Background: an optimization exercise with open tools, aiming at small area and a short achievable clock period. Do not read the settings as production practice. The RTL was checked by simulation tests, not by an equivalence proof against the original design. Power figures rest on the tool's default switching activity, not on a simulated workload.

## flow/constraint.sdc

```tcl
create_clock -name core_clock -period 7.0 [get_ports {clk}]
set_input_delay 1.4000 -clock core_clock [delete_from_list [all_inputs] [get_ports {clk}]]
set_output_delay 1.4000 -clock core_clock [all_outputs]
set_load 0.01 [all_outputs]
```

## flow/design.v

```verilog
module mips (
    input             clk,
    input             rst,
    output     [ 7:0] imem_addr,
    input      [31:0] imem_data,
    output     [31:0] ret,
    output            st_en,
    output     [ 7:0] st_addr,
    output     [31:0] st_data
);
    localparam NOOP = 8'h0;
    localparam LOAD = 8'h1;
    localparam LDNM = 8'h2;
    localparam STR  = 8'h3;
    localparam ADD  = 8'h4;
    localparam SUB  = 8'h5;
    localparam XOR  = 8'h6;
    localparam AND  = 8'h7;
    localparam JMP  = 8'h8;
    localparam JMP0 = 8'h9;
    localparam PUSH = 8'hA;
    localparam POP  = 8'hB;
    integer i;
    reg  [ 7:0] pc;
    reg  [31:0] rf    [0:12];
    reg  [12:0] rf_v;
    reg  [31:0] mem   [0:31];
    reg  [31:0] mem_v;
    reg  [31:0] stk   [0:31];
    reg  [31:0] stk_v;
    reg  [ 4:0] sp;
    reg         d_load, d_ldnm, d_str, d_add, d_sub, d_xor, d_and;
    reg         d_jmp, d_jmp0, d_push, d_pop;
    reg  [ 7:0] d_dest;
    reg  [ 7:0] d_src2;
    reg  [12:0] d_sel1;    
    reg  [12:0] d_sel2;    
    reg  [12:0] d_we;      
    reg  [31:0] rs1, rs2;
    always @* begin
        rs1 = 32'h0;
        rs2 = 32'h0;
        for (i = 0; i < 13; i = i + 1) begin
            rs1 = rs1 | (rf[i] & {32{d_sel1[i]}});
            rs2 = rs2 | (rf[i] & {32{d_sel2[i]}});
        end
    end
    wire        m_in  = (d_src2[7:5] == 3'b000);
    wire [ 4:0] m_idx = d_src2[4:0];
    wire        m_vld = mem_v[m_idx];
    reg  [31:0] m_init;
    always @* begin
        case (m_idx)
            5'd0:    m_init = 32'hF;
            5'd2:    m_init = 32'h3;
            5'd3:    m_init = 32'hF;
            default: m_init = 32'h0;
        endcase
    end
    wire [31:0] m_rd = !m_in ? 32'h0 : (m_vld ? mem[m_idx] : m_init);
    wire [ 4:0] sp_top = sp - 5'd1;
    wire [31:0] s_rd   = stk[sp_top] & {32{stk_v[sp_top]}};
    wire [31:0] sum = rs1 + ((d_sub ? ~rs2 : rs2)) + {31'h0, d_sub};
    wire [31:0] wd  = ((d_add | d_sub) ? sum : 32'h0)
                    | (d_xor  ? (rs1 ^ rs2)      : 32'h0)
                    | (d_and  ? (rs1 & rs2)      : 32'h0)
                    | (d_load ? m_rd             : 32'h0)
                    | (d_ldnm ? {24'h0, d_src2}  : 32'h0)
                    | (d_pop  ? s_rd             : 32'h0);
    always @(posedge clk) begin
        for (i = 0; i < 13; i = i + 1)
            if (d_we[i]) rf[i] <= wd;
    end
    wire [12:0] rf_v_nx = rst ? 13'h0 : (rf_v | d_we);
    always @(posedge clk) rf_v <= rf_v_nx;
    wire [31:0] m_we = (d_str && d_dest[7:5] == 3'b000) ? (32'h1 << d_dest[4:0]) : 32'h0;
    always @(posedge clk) begin
        for (i = 0; i < 32; i = i + 1)
            if (m_we[i]) mem[i] <= rs2;
        mem_v <= rst ? 32'h0 : (mem_v | m_we);
    end
    wire [31:0] s_we = d_push ? (32'h1 << sp) : 32'h0;
    always @(posedge clk) begin
        for (i = 0; i < 32; i = i + 1)
            if (s_we[i]) stk[i] <= rs2;
        stk_v <= rst ? 32'h0 : (stk_v | s_we);
        if (rst)         sp <= 5'd0;
        else if (d_push) sp <= sp + 5'd1;
        else if (d_pop)  sp <= sp_top;
    end
    wire take = d_jmp | (d_jmp0 & (|rs2));
    always @(posedge clk) begin
        if (rst)       pc <= 8'h0;
        else if (take) pc <= d_dest;
        else           pc <= pc + 8'd1;
    end
    wire [7:0] f_op   = imem_data[31:24];
    wire [7:0] f_dest = imem_data[23:16];
    wire [7:0] f_src1 = imem_data[15:8];
    wire [7:0] f_src2 = imem_data[7:0];
    wire f_wr = (f_op == LOAD) | (f_op == LDNM) | (f_op == ADD) | (f_op == SUB) |
                (f_op == XOR)  | (f_op == AND)  | (f_op == POP);
    reg [12:0] f_sel1, f_sel2, f_we;
    always @* begin
        for (i = 0; i < 13; i = i + 1) begin
            f_sel1[i] = (f_src1 == i) & rf_v_nx[i];
            f_sel2[i] = (f_src2 == i) & rf_v_nx[i];
            f_we[i]   = (f_dest == i) & f_wr;
        end
    end
    always @(posedge clk) begin
        if (rst) begin
            d_load <= 1'b0; d_ldnm <= 1'b0; d_str  <= 1'b0; d_add  <= 1'b0;
            d_sub  <= 1'b0; d_xor  <= 1'b0; d_and  <= 1'b0; d_jmp  <= 1'b0;
            d_jmp0 <= 1'b0; d_push <= 1'b0; d_pop  <= 1'b0;
            d_sel1 <= 13'h0; d_sel2 <= 13'h0; d_we <= 13'h0;
            d_dest <= 8'h0; d_src2 <= 8'h0;
        end else begin
            d_load <= (f_op == LOAD);
            d_ldnm <= (f_op == LDNM);
            d_str  <= (f_op == STR);
            d_add  <= (f_op == ADD);
            d_sub  <= (f_op == SUB);
            d_xor  <= (f_op == XOR);
            d_and  <= (f_op == AND);
            d_jmp  <= (f_op == JMP);
            d_jmp0 <= (f_op == JMP0);
            d_push <= (f_op == PUSH);
            d_pop  <= (f_op == POP);
            d_sel1 <= f_sel1;
            d_sel2 <= f_sel2;
            d_we   <= f_we;
            d_dest <= f_dest;
            d_src2 <= f_src2;
        end
    end
    assign imem_addr = pc;
    assign ret       = rf[12] & {32{rf_v[12]}};
    assign st_en     = d_str;
    assign st_addr   = d_dest;
    assign st_data   = rs2;
endmodule
```

## flow/config.mk

```make
export PLATFORM = sky130hd
export DESIGN_NAME = mips
export DESIGN_NICKNAME = mips
export VERILOG_FILES = /design/flow/design.v
export SDC_FILE = /design/flow/constraint.sdc
export NUM_CORES = 4
export LEC_CHECK = 0
export CAP_MARGIN = 20
export CORE_MARGIN = 2
export CORE_UTILIZATION = 45
export PLACE_DENSITY = 0.6
export SLEW_MARGIN = 20
```

## flow/run.sh

```bash
#!/bin/bash
# synth_recipe.tcl (not shown) runs the flow's synth.tcl, then flattens the netlist and writes it again
# the make line also repeats each setting of config.mk as NAME=value (left out here)
make -C /OpenROAD-flow-scripts/flow DESIGN_CONFIG=/design/flow/config.mk WORK_HOME=/design/flow/orfs CLKGATE_MAP_FILE= SYNTH_SCRIPT=/design/flow/synth_recipe.tcl finish
```

==> run notes <==
==> final timing paths <==
| kind | depth (start not counted) | slack, ns | endpoint | from |
|---|---|---|---|---|
| hold reg to reg | 2 | 0.47 | stk_v[21] | stk_v[21] |
| setup / recovery | 15 | 0.69 | rf[2][26] | d_sel1[4] |
| setup reg to reg | 15 | 0.69 | rf[2][26] | d_sel1[4] |
| hold / removal | 2 | 0.47 | stk_v[21] | stk_v[21] |
==> state kept, by name, indices dropped and copies added, names as in the netlist, 5 cells and up <==
register and count:
d_dest 8, d_sel1 13, d_sel2 13, d_src2 8
d_we 13, mem 1024, mem_v 32, pc 8
rf 416, rf_v 13, sp 5, stk 1024
stk_v 32
==> worst max-delay path, cell delays in order (launching register included) <==
cell       delay, ns
dfxtp_1         0.31
buf_4           0.31
a222oi_1        0.45
nand3_1         0.13
nor3_1          0.70
a21oi_1         0.28
fa_1            0.50
a21o_1          0.20
a21oi_1         0.25
o21bai_1        0.14
a2111oi_2       0.55
nor2_1          0.23
a211o_1         0.33
a31oi_1         0.48
a32oi_1         0.11
o2111ai_1       0.97
==> cell usage after synthesis (9+ instances only) <==
master / instances / area (um^2)
nand2_1: 227 / 852
buf_2: 62 / 310
nand4_1: 115 / 719
mux4_2: 18 / 405
o22ai_1: 21 / 131
nor2_1: 375 / 1410
a211oi_1: 17 / 128
clkbuf_1: 249 / 935
and2_1: 41 / 257
or3_1: 15 / 93.8
mux2_2: 10 / 113
nor2b_1: 38 / 238
o2111ai_1: 12 / 105
a221oi_1: 215 / 1880
xnor2_1: 40 / 350
o21ai_0: 43 / 215
and3_1: 37 / 231
ha_1: 71 / 888
a22o_1: 177 / 1550
a21oi_1: 104 / 521
nand3_1: 176 / 881
edfxtp_1: 2464 / 74000
a21o_1: 24 / 180
mux2i_1: 17 / 170
a222oi_1: 140 / 1400
a22oi_1: 790 / 5930
or2_2: 19 / 119
and4_1: 14 / 123
nand3b_1: 9 / 67.6
dfxtp_1: 156 / 3120
o221ai_1: 19 / 166
a2111oi_0: 16 / 140
nand2b_1: 26 / 163
nor3_1: 70 / 350
buf_1: 39 / 146
o211ai_1: 11 / 82.6
inv_1: 64 / 240
nor4_1: 26 / 163
xor2_1: 19 / 166
a31oi_1: 13 / 81.3
==> where the power goes <==
| group | switching, mW | internal (mW) | leakage [nW] |
|---|---|---|---|
| combinational | 0.372 | 0.168 | 10.2 |
| clock | 6.04 | 8.48 | 4.36 |
| sequential | 0.0131 | 16.9 | 18.4 |
| total | 6.42 | 25.5 | 33.0 |
==> area by class of cell <==
class / instances / area (um^2)
Multi-Input combinational cell: 3090 / 22400
Clock inverter: 123 / 1000
Clock buffer: 371 / 7860
Tap cell: 2975 / 3720
Inverter: 65 / 244
Timing Repair Buffer: 435 / 3660
Sequential cell: 2620 / 77100
Antenna cell: 13 / 32.5
Fill cell: 17700 / 106000
==> per-layer routing <==
metal | up-vias | global-route usage, %
met5 | - | 0
met4 | 16 | 14.0
met3 | 887 | 7.84
met2 | 5670 | 48.4
met1 | 33900 | 44.9
li1 | 26200 | -
==> through the flow <==
step           hold WS [ns]  setup WS, ns  instance area [um^2]  std cells
4_1_cts               0.471         0.931                116000       9678
6_report              0.466         0.686                116000       9692
3_3_place_gp          0.444         0.854                107000       9184
3_5_place_dp          0.457         0.931                107000       9184
2_1_floorplan         0.435          1.76                100000       6132
5_1_grt               0.493         0.532                116000       9681
==> kinds of logic (layout without fill, tap and decap cells) <==
family | count (synthesis) | count (layout) | synth area share (%)
muxes | 45 | 45 | 0.687
and+or+nand+nor | 1219 | 1219 | 5.91
other | 0 | 13 | 0
AOI/OAI and AO/OA | 1695 | 1695 | 13.4
buffers and inverters | 422 | 994 | 1.69
DFF | 2620 | 2620 | 76.9
xor gates and xnor gates | 59 | 59 | 0.516
adders and majority gates | 72 | 72 | 0.906
==> cells in the final DEF, fill, tap and decap left out, types with 40 or more instances in the layout <==
master,instances
buf_4,313
inv_1,41
edfxtp_1,2464
nor3_1,68
a22oi_1,790
nor2_1,266
clkbuf_16,299
nand3_1,168
ha_1,71
nand2_1,227
nor2_4,95
a22o_1,177
nand4_1,115
clkbuf_1,60
o21ai_0,43
and2_1,41
a222oi_1,140
clkinv_1,53
a21oi_1,100
clkinv_2,42
dfxtp_1,141
clkdlybuf4s50_1,113
xnor2_1,40
a221oi_1,215
==> run notes <==
DR iter-0 viols=14.1k; maximum vdd ir drop=180 uV; via count=66.7k; MaxCap Viol Count=0; largest net degree at the start of global routing=79; CP Data Arrival Time=6.83 ns; initial antenna violation count=30; nets=6606; Post-Syn Area=100000 um^2; Pwr Total=31.9 mW; Port Buffers=114; Warnings, synthesis=4; Vias/cell=6.88; Routed Antenna Nets=0; DIE HEIGHT=476 um; hold buffer count at cts=0; RSZ-0062 raised after global routing=no; final routed DRC violation total=0; later-pin clock latency in the skew report=0.94 ns; predominant post-synthesis flop cell=edfxtp_1; pwr dens=275 nW/um^2; Tot GR Track Use=32.3%; DIE WIDTH=476 um; max_slew headroom=7.49%; CTS tree=built; async set-reset flop share out of synthesis=0%; DR WL/cell=38.4 um; TritonCTS Buffers=288; hpwl dp=216 mm; highest routed layer=met5; number of global-route vias before repair=62.4k; Worst Path Required=7.52 ns; global route overflow=0; Reg clk slew, reported paths=0.06 ns; area grow syn2layout=15.8%; Ports=115; Core Region=222000 um^2; Pre-antenna DRT Iters=14; Static Leak=33.0 nW; Slew Viols, Final=0; fraction of layout cells with a size suffix above 1=14.3%; TNS Setup=0 ns; Final Util=52.3%; flops & latches, synth=2620; Max Clock Skew=0.0995 ns; routed wl met3=52.0 mm; Bufs on Longest Clock Path=4; outcome=complete, no violations; Metal-1 WL=137 mm; startpoint type of the worst setup path=register; die area=227000 um^2; Synth Area per Inst=16.3 um^2; DR WL met2=164 mm; hold crit path type=register to register; Worst Max-Slew Pin Slew=1.37 ns; Final min period=6.31 ns; Net Count, Synth=6238; H-tree depth=5; crit-path max FO=32; Crit Path Class=register to register; CP Capture Type=register; Post-synth EDFFs=2464; Sinks on Clock Net=2620; num rows=173; fmax=158 MHz; initial core utilization=45.2%; synth unique cells=90; register area share after synthesis=76.9%; endpoints failing hold=0; CTS resizes=0; first-pass GRT wire length=507 mm; Syn Inst Count=6132; # setup viols final=0; DRT Wirelength=372 mm; Tcrit/Tclk final=90.2%; clk root buf=clkbuf_16; postcts setup bufs=0; RD Place Congestion=0.956

afterwards: timing with drivers on the ports:
Ports are ideal in the flow. The routed layout listed here was re-timed in OpenROAD. Step 1 assumes that a clkbuf_16 drives the clock port and a buf_2 every other input. Step 2 moves the port delays by t, midway between the first and last clock arrival at a register: inputs arrive t later, outputs are due t later. That takes back most of the time a late clock gives input paths. Slacks: ideal ports / drivers / drivers and shift; pairs: ideal ports / drivers.
t, ns: 0.993
setup WS [ns]: 0.686 / 0.686 / 0.686
worst setup path after step 2: register to register
cell pins on the clock port's net: 1
After both steps setup and hold are still met in this run. For this run, drivers alone change the setup slack by 0.000 ns; drivers and shift together by 0.000 ns.
